Context: an optimization exercise on an open-source flow, tuned for small area and a short achievable clock period. The choices shown serve that exercise and are no tape-out recipe.
RTL that was checked went through simulation tests only; none was proved equivalent to the original.

==> flow/design.v <==
module ViterbiDecoder (
    input  wire       clock,
    input  wire       reset,
    input  wire       io_enq_valid,
    input  wire [7:0] io_enq_bits,
    output wire       io_deq_valid,
    output wire       io_deq_bits
);
    localparam W = 8;
    function automatic par6(input [5:0] x);
        par6 = ^x;
    endfunction
    function automatic [W-1:0] rca(input [W-1:0] a, input [W-1:0] b);
        integer i;
        reg c;
        begin
            c = 1'b0;
            for (i = 0; i < W; i = i + 1) begin
                rca[i] = a[i] ^ b[i] ^ c;
                c = (a[i] & b[i]) | (c & (a[i] ^ b[i]));
            end
        end
    endfunction
    wire signed [5:0] y0 = {{2{io_enq_bits[3]}}, io_enq_bits[3:0]};
    wire signed [5:0] y1 = {{2{io_enq_bits[7]}}, io_enq_bits[7:4]};
    reg  [6:0]        frameCnt;
    reg               v1, i1;
    reg  signed [5:0] bm [0:3];       
    always @(posedge clock) begin
        bm[0] <=  y0 + y1;
        bm[1] <=  y1 - y0;
        bm[2] <=  y0 - y1;
        bm[3] <= -y0 - y1;
        v1  <= io_enq_valid & ~reset;
        i1  <= reset | (&frameCnt);
        if (reset)
            frameCnt <= 7'd0;
        else if (io_enq_valid)
            frameCnt <= frameCnt + 7'd1;
    end
    reg  [W-1:0] sm [0:31];
    wire [31:0]  sel;               
    genvar m;
    generate
        for (m = 0; m < 16; m = m + 1) begin : g_acs
            localparam [5:0] C = 2*m;
            localparam [1:0] L = {par6(C & 6'o75), par6(C & 6'o53)};
            wire signed [5:0] x  = bm[L];         
            wire signed [5:0] nx = bm[~L];
            wire [W-1:0] m0 = sm[2*m];
            wire [W-1:0] m1 = sm[2*m+1];
            wire signed [W-1:0] e = m1 - m0;
            wire signed [6:0] cx  = {x,  1'b0};
            wire signed [6:0] cnx = {nx, 1'b0};
            assign sel[m]      = e < cx;
            assign sel[m + 16] = e < cnx;
            wire [W-1:0] sx  = {{(W-6){x[5]}},  x};
            wire [W-1:0] snx = {{(W-6){nx[5]}}, nx};
            wire [W-1:0] t0lo = rca(m0, sx);
            wire [W-1:0] t1lo = rca(m1, snx);
            wire [W-1:0] t0hi = rca(m0, snx);
            wire [W-1:0] t1hi = rca(m1, sx);
            wire [W-1:0] nlo = sel[m]      ? t0lo : t1lo;
            wire [W-1:0] nhi = sel[m + 16] ? t0hi : t1hi;
            always @(posedge clock) begin
                if (i1) begin
                    sm[m]      <= {W{1'b0}};
                    sm[m + 16] <= {W{1'b0}};
                end else if (v1) begin
                    sm[m]      <= nlo;
                    sm[m + 16] <= nhi;
                end
            end
        end
    endgenerate
    reg  [31:0] sa, sb;
    reg         dvalid;
    wire        vnow = v1 & ~reset;
    always @(posedge clock) begin
        sa     <= {32{vnow}} &  sel;
        sb     <= {32{vnow}} & ~sel;
        dvalid <= vnow;
    end
    wire sh = ~dvalid;
    localparam NST = 48;
    reg  [31:0] r [5:NST-1];
    always @(posedge clock)
        r[5] <= sb | (r[5] & {32{sh}});
    genvar g, j;
    generate
        for (g = 6; g < NST; g = g + 1) begin : g_stage
            for (j = 0; j < 32; j = j + 1) begin : g_bit
                always @(posedge clock)
                    r[g][j] <= (r[g-1][2*(j%16)]   & sa[j])
                             | (r[g-1][2*(j%16)+1] & sb[j])
                             | (r[g][j]            & sh);
            end
        end
    endgenerate
    reg obit, ovalid;
    reg [5:0] nDec;
    always @(posedge clock) begin
        obit <= (r[NST-1][0] & sa[0]) | (r[NST-1][1] & sb[0]);
        if (reset) begin
            nDec   <= 6'd0;
            ovalid <= 1'b0;
        end else begin
            if (dvalid && nDec != 6'd48)
                nDec <= nDec + 6'd1;
            ovalid <= dvalid && nDec == 6'd48;
        end
    end
    assign io_deq_valid = ovalid;
    assign io_deq_bits  = obit;
endmodule
export LEC_CHECK = 0
export CAP_MARGIN = 20
export CORE_MARGIN = 2
export CORE_UTILIZATION = 40
export CTS_CLUSTER_DIAMETER = 100
export CTS_CLUSTER_SIZE = 22
export SETUP_SLACK_MARGIN = 3.5
export SLEW_MARGIN = 20
create_clock -name core_clock -period 7.0 [get_ports {clock}]
run.sh (not shown) runs the stock make flow with config.mk's settings and CLKGATE_MAP_FILE= SYNTH_SCRIPT=/design/flow/synth_recipe.tcl, a recipe that flattens the netlist after the stock synthesis.
Then changed:
--- a/flow/design.v
+++ b/flow/design.v
@@ -6,23 +6,12 @@
     output wire       io_deq_valid,
     output wire       io_deq_bits
 );
     localparam W = 8;
     function automatic par6(input [5:0] x);
         par6 = ^x;
-    endfunction
-    function automatic [W-1:0] rca(input [W-1:0] a, input [W-1:0] b);
-        integer i;
-        reg c;
-        begin
-            c = 1'b0;
-            for (i = 0; i < W; i = i + 1) begin
-                rca[i] = a[i] ^ b[i] ^ c;
-                c = (a[i] & b[i]) | (c & (a[i] ^ b[i]));
-            end
-        end
     endfunction
     wire signed [5:0] y0 = {{2{io_enq_bits[3]}}, io_enq_bits[3:0]};
     wire signed [5:0] y1 = {{2{io_enq_bits[7]}}, io_enq_bits[7:4]};
     reg  [6:0]        frameCnt;
     reg               v1, i1;
     reg  signed [5:0] bm [0:3];       
@@ -53,18 +42,14 @@
             wire signed [6:0] cx  = {x,  1'b0};
             wire signed [6:0] cnx = {nx, 1'b0};
             assign sel[m]      = e < cx;
             assign sel[m + 16] = e < cnx;
             wire [W-1:0] sx  = {{(W-6){x[5]}},  x};
             wire [W-1:0] snx = {{(W-6){nx[5]}}, nx};
-            wire [W-1:0] t0lo = rca(m0, sx);
-            wire [W-1:0] t1lo = rca(m1, snx);
-            wire [W-1:0] t0hi = rca(m0, snx);
-            wire [W-1:0] t1hi = rca(m1, sx);
-            wire [W-1:0] nlo = sel[m]      ? t0lo : t1lo;
-            wire [W-1:0] nhi = sel[m + 16] ? t0hi : t1hi;
+            wire [W-1:0] nlo = sel[m]      ? m0 + sx  : m1 + snx;
+            wire [W-1:0] nhi = sel[m + 16] ? m0 + snx : m1 + sx;
             always @(posedge clock) begin
                 if (i1) begin
                     sm[m]      <= {W{1'b0}};
                     sm[m + 16] <= {W{1'b0}};
                 end else if (v1) begin
                     sm[m]      <= nlo;
Outcome: Worst hold slack gets worse by 6.5 ps; synthesized cell count goes up by 15%; setup slack improves by 440 ps; first-iteration DRC count came out higher by 10%; clock skew climbs by 15 ps; fmax climbs by 13%; via count went up by 15%; flip-flop and latch count stays the same; final area rose by 7.5%; clock-buffer cell count stays the same.
No functional check of the RTL was part of the first run of this note.

========
ViterbiDecoder, a different RTL version from the one above (not shown whole).
For scale: roughly 11000 cells after synthesis, roughly 1700 flip-flops.
==> module ViterbiDecoder, before the edit <==
module ViterbiDecoder (
    input  wire       clock,
    input  wire       reset,
    input  wire       io_enq_valid,
    input  wire [7:0] io_enq_bits,
    output wire       io_deq_valid,
    output wire       io_deq_bits
);
    localparam W = 9;
    function automatic par6(input [5:0] x);
        par6 = ^x;
    endfunction
    wire signed [4:0] y0 = {io_enq_bits[3], io_enq_bits[3:0]};
    wire signed [4:0] y1 = {io_enq_bits[7], io_enq_bits[7:4]};
    reg  [6:0]        frameCnt;
    reg               v1, i1;
    reg  signed [4:0] bmA, bmB;       
    always @(posedge clock) begin
        bmA <= y0 + y1;
        bmB <= y1 - y0;
        v1  <= io_enq_valid & ~reset;
        i1  <= reset | (&frameCnt);
        if (reset)
            frameCnt <= 7'd0;
        else if (io_enq_valid)
            frameCnt <= frameCnt + 7'd1;
    end
    reg  [W-1:0] sm [0:31];
    wire [31:0]  sel;
    genvar m;
    generate
        for (m = 0; m < 16; m = m + 1) begin : g_acs
            localparam [5:0] C = 2*m;
            localparam [1:0] L = {par6(C & 6'o75), par6(C & 6'o53)};
            wire signed [4:0] b  = (L == 2'd0 || L == 2'd3) ? bmA : bmB;
            wire signed [W-1:0] bx = {{(W-5){b[4]}}, b};
            wire signed [W-1:0] x  = (L == 2'd0 || L == 2'd1) ? bx : -bx;
            wire [W-1:0] m0 = sm[2*m];
            wire [W-1:0] m1 = sm[2*m+1];
            wire [W-1:0] t0lo = m0 + x;
            wire [W-1:0] t1lo = m1 - x;
            wire [W-1:0] t0hi = m0 - x;
            wire [W-1:0] t1hi = m1 + x;
            wire [W-1:0] vlo  = m1 - m0 - {x[W-2:0], 1'b0};
            wire [W-1:0] vhi  = m1 - m0 + {x[W-2:0], 1'b0};
            assign sel[m]      = vlo[W-1];
            assign sel[m + 16] = vhi[W-1];
            always @(posedge clock) begin
                if (i1) begin
                    sm[m]      <= {W{1'b0}};
                    sm[m + 16] <= {W{1'b0}};
                end else if (v1) begin
                    sm[m]      <= sel[m]      ? t0lo : t1lo;
                    sm[m + 16] <= sel[m + 16] ? t0hi : t1hi;
                end
            end
        end
    endgenerate
    reg  [31:0] sa, sb;
    reg         dvalid;
    wire        vnow = v1 & ~reset;
    always @(posedge clock) begin
        sa     <= {32{vnow}} &  sel;
        sb     <= {32{vnow}} & ~sel;
        dvalid <= vnow;
    end
    wire sh = ~dvalid;
    localparam NST = 48;
    reg  [31:0] r [5:NST-1];
    always @(posedge clock)
        r[5] <= sb | (r[5] & {32{sh}});
    genvar g, j;
    generate
        for (g = 6; g < NST; g = g + 1) begin : g_stage
            for (j = 0; j < 32; j = j + 1) begin : g_bit
                always @(posedge clock)
                    r[g][j] <= (r[g-1][2*(j%16)]   & sa[j])
                             | (r[g-1][2*(j%16)+1] & sb[j])
                             | (r[g][j]            & sh);
            end
        end
    endgenerate
    reg obit, ovalid;
    reg [5:0] nDec;
    always @(posedge clock) begin
        obit <= (r[NST-1][0] & sa[0]) | (r[NST-1][1] & sb[0]);
        if (reset) begin
            nDec   <= 6'd0;
            ovalid <= 1'b0;
        end else begin
            if (dvalid && nDec != 6'd48)
                nDec <= nDec + 6'd1;
            ovalid <= dvalid && nDec == 6'd48;
        end
    end
    assign io_deq_valid = ovalid;
    assign io_deq_bits  = obit;
endmodule
clock: 7.0 ns
lec_check: 0
cap_margin: 20
core_margin: 2
core_utilization: 40
setup_slack_margin: 4.0
slew_margin: 20
Change:
--- a/flow/design.v
+++ b/flow/design.v
@@ -3,58 +3,58 @@
     input  wire       reset,
     input  wire       io_enq_valid,
     input  wire [7:0] io_enq_bits,
     output wire       io_deq_valid,
     output wire       io_deq_bits
 );
-    localparam W = 9;
+    localparam W = 8;
     function automatic par6(input [5:0] x);
         par6 = ^x;
     endfunction
-    wire signed [4:0] y0 = {io_enq_bits[3], io_enq_bits[3:0]};
-    wire signed [4:0] y1 = {io_enq_bits[7], io_enq_bits[7:4]};
+    wire signed [5:0] y0 = {{2{io_enq_bits[3]}}, io_enq_bits[3:0]};
+    wire signed [5:0] y1 = {{2{io_enq_bits[7]}}, io_enq_bits[7:4]};
     reg  [6:0]        frameCnt;
     reg               v1, i1;
-    reg  signed [4:0] bmA, bmB;       
+    reg  signed [5:0] bm [0:3];       
     always @(posedge clock) begin
-        bmA <= y0 + y1;
-        bmB <= y1 - y0;
+        bm[0] <=  y0 + y1;
+        bm[1] <=  y1 - y0;
+        bm[2] <=  y0 - y1;
+        bm[3] <= -y0 - y1;
         v1  <= io_enq_valid & ~reset;
         i1  <= reset | (&frameCnt);
         if (reset)
             frameCnt <= 7'd0;
         else if (io_enq_valid)
             frameCnt <= frameCnt + 7'd1;
     end
     reg  [W-1:0] sm [0:31];
-    wire [31:0]  sel;
+    wire [31:0]  sel;               
     genvar m;
     generate
         for (m = 0; m < 16; m = m + 1) begin : g_acs
             localparam [5:0] C = 2*m;
             localparam [1:0] L = {par6(C & 6'o75), par6(C & 6'o53)};
-            wire signed [4:0] b  = (L == 2'd0 || L == 2'd3) ? bmA : bmB;
-            wire signed [W-1:0] bx = {{(W-5){b[4]}}, b};
-            wire signed [W-1:0] x  = (L == 2'd0 || L == 2'd1) ? bx : -bx;
+            wire signed [5:0] x  = bm[L];         
+            wire signed [5:0] nx = bm[~L];
             wire [W-1:0] m0 = sm[2*m];
             wire [W-1:0] m1 = sm[2*m+1];
-            wire [W-1:0] t0lo = m0 + x;
-            wire [W-1:0] t1lo = m1 - x;
-            wire [W-1:0] t0hi = m0 - x;
-            wire [W-1:0] t1hi = m1 + x;
-            wire [W-1:0] vlo  = m1 - m0 - {x[W-2:0], 1'b0};
-            wire [W-1:0] vhi  = m1 - m0 + {x[W-2:0], 1'b0};
-            assign sel[m]      = vlo[W-1];
-            assign sel[m + 16] = vhi[W-1];
+            wire signed [W-1:0] e = m1 - m0;
+            assign sel[m]      = e < $signed({x,  1'b0});
+            assign sel[m + 16] = e < $signed({nx, 1'b0});
+            wire [W-1:0] sx  = {{(W-6){x[5]}},  x};
+            wire [W-1:0] snx = {{(W-6){nx[5]}}, nx};
+            wire [W-1:0] nlo = sel[m]      ? m0 + sx  : m1 + snx;
+            wire [W-1:0] nhi = sel[m + 16] ? m0 + snx : m1 + sx;
             always @(posedge clock) begin
                 if (i1) begin
                     sm[m]      <= {W{1'b0}};
                     sm[m + 16] <= {W{1'b0}};
                 end else if (v1) begin
-                    sm[m]      <= sel[m]      ? t0lo : t1lo;
-                    sm[m + 16] <= sel[m + 16] ? t0hi : t1hi;
+                    sm[m]      <= nlo;
+                    sm[m + 16] <= nhi;
                 end
             end
         end
     endgenerate
     reg  [31:0] sa, sb;
     reg         dvalid;
- synthesized cell count falls by 3.3%
- clock-buffer cell count falls by 2
- die area falls by 3.1%
- worst setup slack improves by 0.024 ns
- register-to-register slack improves by 0.02 ns
- cell count falls by 2.7%
- design area falls by 3.7%
- critical path depth falls by 4
- maximum frequency rises by 0.69%
- sequential share of layout area rises by 0.73 points
- area after synthesis falls by 3.1%
Function was not checked in any run of this note: the RTL went through the layout flow alone.

========
the baseline:
RTL: one of the versions met above, not the one the previous note started from.
Size in the first run: about 13 I/O pins, ~89000 sq um of cells after synthesis.
==> flow/design.v (excerpt) <==
module ViterbiDecoder (
    input  wire       clock,
    input  wire       reset,
    input  wire       io_enq_valid,
    input  wire [7:0] io_enq_bits,
    output wire       io_deq_valid,
    output wire       io_deq_bits
);
    localparam W = 8;
    function automatic par6(input [5:0] x);
        par6 = ^x;
    endfunction
    wire signed [5:0] y0 = {{2{io_enq_bits[3]}}, io_enq_bits[3:0]};
    wire signed [5:0] y1 = {{2{io_enq_bits[7]}}, io_enq_bits[7:4]};
    reg  [6:0]        frameCnt;
    reg               v1, i1;
    reg  signed [5:0] bm [0:3];       
    always @(posedge clock) begin
        bm[0] <=  y0 + y1;
        bm[1] <=  y1 - y0;
        bm[2] <=  y0 - y1;
        bm[3] <= -y0 - y1;
        v1  <= io_enq_valid & ~reset;
        i1  <= reset | (&frameCnt);
        if (reset)
            frameCnt <= 7'd0;
        else if (io_enq_valid)
            frameCnt <= frameCnt + 7'd1;
    end
    reg  [W-1:0] sm [0:31];
    wire [31:0]  sel;               
    genvar m;
    generate
        for (m = 0; m < 16; m = m + 1) begin : g_acs
            localparam [5:0] C = 2*m;
            localparam [1:0] L = {par6(C & 6'o75), par6(C & 6'o53)};
            wire signed [5:0] x  = bm[L];         
            wire signed [5:0] nx = bm[~L];
            wire [W-1:0] m0 = sm[2*m];
            wire [W-1:0] m1 = sm[2*m+1];
            wire signed [W-1:0] e = m1 - m0;
            wire signed [6:0] cx  = {x,  1'b0};
            wire signed [6:0] cnx = {nx, 1'b0};
            assign sel[m]      = e < cx;
            assign sel[m + 16] = e < cnx;
            wire [W-1:0] sx  = {{(W-6){x[5]}},  x};
            wire [W-1:0] snx = {{(W-6){nx[5]}}, nx};
  ...
==> module ViterbiDecoder, before the edit <==
module ViterbiDecoder (
    input  wire       clock,
    input  wire       reset,
    input  wire       io_enq_valid,
    input  wire [7:0] io_enq_bits,
    output wire       io_deq_valid,
    output wire       io_deq_bits
);
    localparam W = 8;
    function automatic par6(input [5:0] x);
        par6 = ^x;
    endfunction
    wire signed [5:0] y0 = {{2{io_enq_bits[3]}}, io_enq_bits[3:0]};
    wire signed [5:0] y1 = {{2{io_enq_bits[7]}}, io_enq_bits[7:4]};
    reg  [6:0]        frameCnt;
    reg               v1, i1;
    reg  signed [5:0] bm [0:3];       
    always @(posedge clock) begin
        bm[0] <=  y0 + y1;
        bm[1] <=  y1 - y0;
        bm[2] <=  y0 - y1;
        bm[3] <= -y0 - y1;
        v1  <= io_enq_valid & ~reset;
        i1  <= reset | (&frameCnt);
        if (reset)
            frameCnt <= 7'd0;
        else if (io_enq_valid)
            frameCnt <= frameCnt + 7'd1;
    end
    reg  [W-1:0] sm [0:31];
    wire [31:0]  sel;               
    genvar m;
    generate
        for (m = 0; m < 16; m = m + 1) begin : g_acs
            localparam [5:0] C = 2*m;
            localparam [1:0] L = {par6(C & 6'o75), par6(C & 6'o53)};
            wire signed [5:0] x  = bm[L];         
            wire signed [5:0] nx = bm[~L];
            wire [W-1:0] m0 = sm[2*m];
            wire [W-1:0] m1 = sm[2*m+1];
            wire signed [W-1:0] e = m1 - m0;
            wire signed [6:0] cx  = {x,  1'b0};
            wire signed [6:0] cnx = {nx, 1'b0};
            assign sel[m]      = e < cx;
            assign sel[m + 16] = e < cnx;
            wire [W-1:0] sx  = {{(W-6){x[5]}},  x};
            wire [W-1:0] snx = {{(W-6){nx[5]}}, nx};
            wire [W-1:0] nlo = sel[m]      ? m0 + sx  : m1 + snx;
            wire [W-1:0] nhi = sel[m + 16] ? m0 + snx : m1 + sx;
            always @(posedge clock) begin
                if (i1) begin
                    sm[m]      <= {W{1'b0}};
                    sm[m + 16] <= {W{1'b0}};
                end else if (v1) begin
                    sm[m]      <= nlo;
                    sm[m + 16] <= nhi;
                end
            end
        end
    endgenerate
    reg  [31:0] sa, sb;
    reg         dvalid;
    wire        vnow = v1 & ~reset;
    always @(posedge clock) begin
        sa     <= {32{vnow}} &  sel;
        sb     <= {32{vnow}} & ~sel;
        dvalid <= vnow;
    end
    wire sh = ~dvalid;
    localparam NST = 48;
    reg  [31:0] r [5:NST-1];
    always @(posedge clock)
        r[5] <= sb | (r[5] & {32{sh}});
    genvar g, j;
    generate
        for (g = 6; g < NST; g = g + 1) begin : g_stage
            for (j = 0; j < 32; j = j + 1) begin : g_bit
                always @(posedge clock)
                    r[g][j] <= (r[g-1][2*(j%16)]   & sa[j])
                             | (r[g-1][2*(j%16)+1] & sb[j])
                             | (r[g][j]            & sh);
            end
        end
    endgenerate
    reg obit, ovalid;
    reg [5:0] nDec;
    always @(posedge clock) begin
        obit <= (r[NST-1][0] & sa[0]) | (r[NST-1][1] & sb[0]);
        if (reset) begin
            nDec   <= 6'd0;
            ovalid <= 1'b0;
        end else begin
            if (dvalid && nDec != 6'd48)
                nDec <= nDec + 6'd1;
            ovalid <= dvalid && nDec == 6'd48;
        end
    end
    assign io_deq_valid = ovalid;
    assign io_deq_bits  = obit;
endmodule
Settings: LEC_CHECK=0, CAP_MARGIN=20, CORE_MARGIN=2, CORE_UTILIZATION=40, SETUP_SLACK_MARGIN=3.5, SLEW_MARGIN=20; clock period 7.0 ns.
Input-level comparison between the candidate and the baseline:
==> flow/design.v <==
module ViterbiDecoder (
    input  wire       clock,
    input  wire       reset,
    input  wire       io_enq_valid,
    input  wire [7:0] io_enq_bits,
    output wire       io_deq_valid,
    output wire       io_deq_bits
);
    localparam W = 8;
    function automatic par6(input [5:0] x);
        par6 = ^x;
    endfunction
    wire signed [5:0] y0 = {{2{io_enq_bits[3]}}, io_enq_bits[3:0]};
    wire signed [5:0] y1 = {{2{io_enq_bits[7]}}, io_enq_bits[7:4]};
    reg  [6:0]        frameCnt;
    reg               v1, i1;
    reg  signed [5:0] bm [0:3];       
    always @(posedge clock) begin
        bm[0] <=  y0 + y1;
        bm[1] <=  y1 - y0;
        bm[2] <=  y0 - y1;
        bm[3] <= -y0 - y1;
        v1  <= io_enq_valid & ~reset;
        i1  <= reset | (&frameCnt);
        if (reset)
            frameCnt <= 7'd0;
        else if (io_enq_valid)
            frameCnt <= frameCnt + 7'd1;
    end
    reg  [W-1:0] sm [0:31];
    wire [31:0]  sel;               
    genvar k;
    generate
        for (k = 0; k < 32; k = k + 1) begin : g_acs
            localparam [5:0] C  = (k >= 16 ? 32 : 0) + 2*(k % 16);
            localparam [1:0] LB = {par6(C & 6'o75), par6(C & 6'o53)};
            wire signed [5:0] b0 = bm[LB];
            wire signed [5:0] b1 = bm[~LB];
            wire [W-1:0] m0 = sm[2*(k % 16)];
            wire [W-1:0] m1 = sm[2*(k % 16) + 1];
            wire [W-1:0] t0 = m0 + {{(W-6){b0[5]}}, b0};
            wire [W-1:0] t1 = m1 + {{(W-6){b1[5]}}, b1};
            wire [W-1:0] r  = m1 - m0 - {b0[5], b0, 1'b0};
            if (LB == 2'd0) begin : g_wide
                assign sel[k] = r[W-1] & (|r[W-2:2]);
            end else begin : g_norm
                assign sel[k] = r[W-1];
            end
            always @(posedge clock) begin
                if (i1)
                    sm[k] <= {W{1'b0}};
                else if (v1)
                    sm[k] <= sel[k] ? t0 : t1;
            end
        end
    endgenerate
    reg  [31:0] sa, sb;
    reg         dvalid;
    wire        vnow = v1 & ~reset;
    always @(posedge clock) begin
        sa     <= {32{vnow}} &  sel;
        sb     <= {32{vnow}} & ~sel;
        dvalid <= vnow;
    end
    wire sh = ~dvalid;
    localparam NST = 48;
    reg  [31:0] r [5:NST-1];
    always @(posedge clock)
        r[5] <= sb | (r[5] & {32{sh}});
    genvar g, j;
    generate
        for (g = 6; g < NST; g = g + 1) begin : g_stage
            for (j = 0; j < 32; j = j + 1) begin : g_bit
                always @(posedge clock)
                    r[g][j] <= (r[g-1][2*(j%16)]   & sa[j])
                             | (r[g-1][2*(j%16)+1] & sb[j])
                             | (r[g][j]            & sh);
            end
        end
    endgenerate
    reg obit, ovalid;
    reg [5:0] nDec;
    always @(posedge clock) begin
        obit <= (r[NST-1][0] & sa[0]) | (r[NST-1][1] & sb[0]);
        if (reset) begin
            nDec   <= 6'd0;
            ovalid <= 1'b0;
        end else begin
            if (dvalid && nDec != 6'd48)
                nDec <= nDec + 6'd1;
            ovalid <= dvalid && nDec == 6'd48;
        end
    end
    assign io_deq_valid = ovalid;
    assign io_deq_bits  = obit;
endmodule
Notes after the runs:
Summary of the comparison: number of buffers other than clock buffers in the final layout is higher in the candidate, relative to the baseline.
In terms of worst hold slack, the baseline and the candidate differ only marginally.
The baseline leaves more setup margin than the candidate.
The RTL of the candidate was laid out without a check of its function.

separate check: timing with driven ports:
The flow's constraints put no driver on any port. The routed layouts listed below were extracted and timed again, unchanged, in two steps. Step 1 assumes that a clkbuf_16 drives the clock port and a buf_2 every other input. Step 2 moves the port delays by t, midway between the first and last clock arrival at a register: inputs arrive t later, outputs are due t later. That takes back most of the time a late clock gives input paths. Slacks: ideal / step 1 / step 2; pairs: ideal / step 1.
| run | t (ns) | slack for setup (ns) | worst register clock-pin slew, ns |
|---|---|---|---|
| the first run of note 1 | 0.851 | 3.083 / 3.083 / 2.833 | 0.10 / 0.10 |
| the second run of note 1 | 0.877 | 3.527 / 3.527 / 3.190 | 0.10 / 0.10 |
| the first run of note 2 | 0.926 | 3.547 / 3.547 / 3.303 | 0.07 / 0.07 |
| the second run of note 2 | 0.934 | 3.571 / 3.571 / 3.346 | 0.07 / 0.07 |
| the baseline | 0.927 | 3.539 / 3.539 / 3.177 | 0.07 / 0.07 |
| the candidate | 0.928 | 3.286 / 3.286 / 2.930 | 0.07 / 0.07 |
After both steps every run listed still meets setup and hold. For the baseline, which loses most, drivers alone change the setup slack by 0.000 ns; drivers and shift together by -0.362 ns.
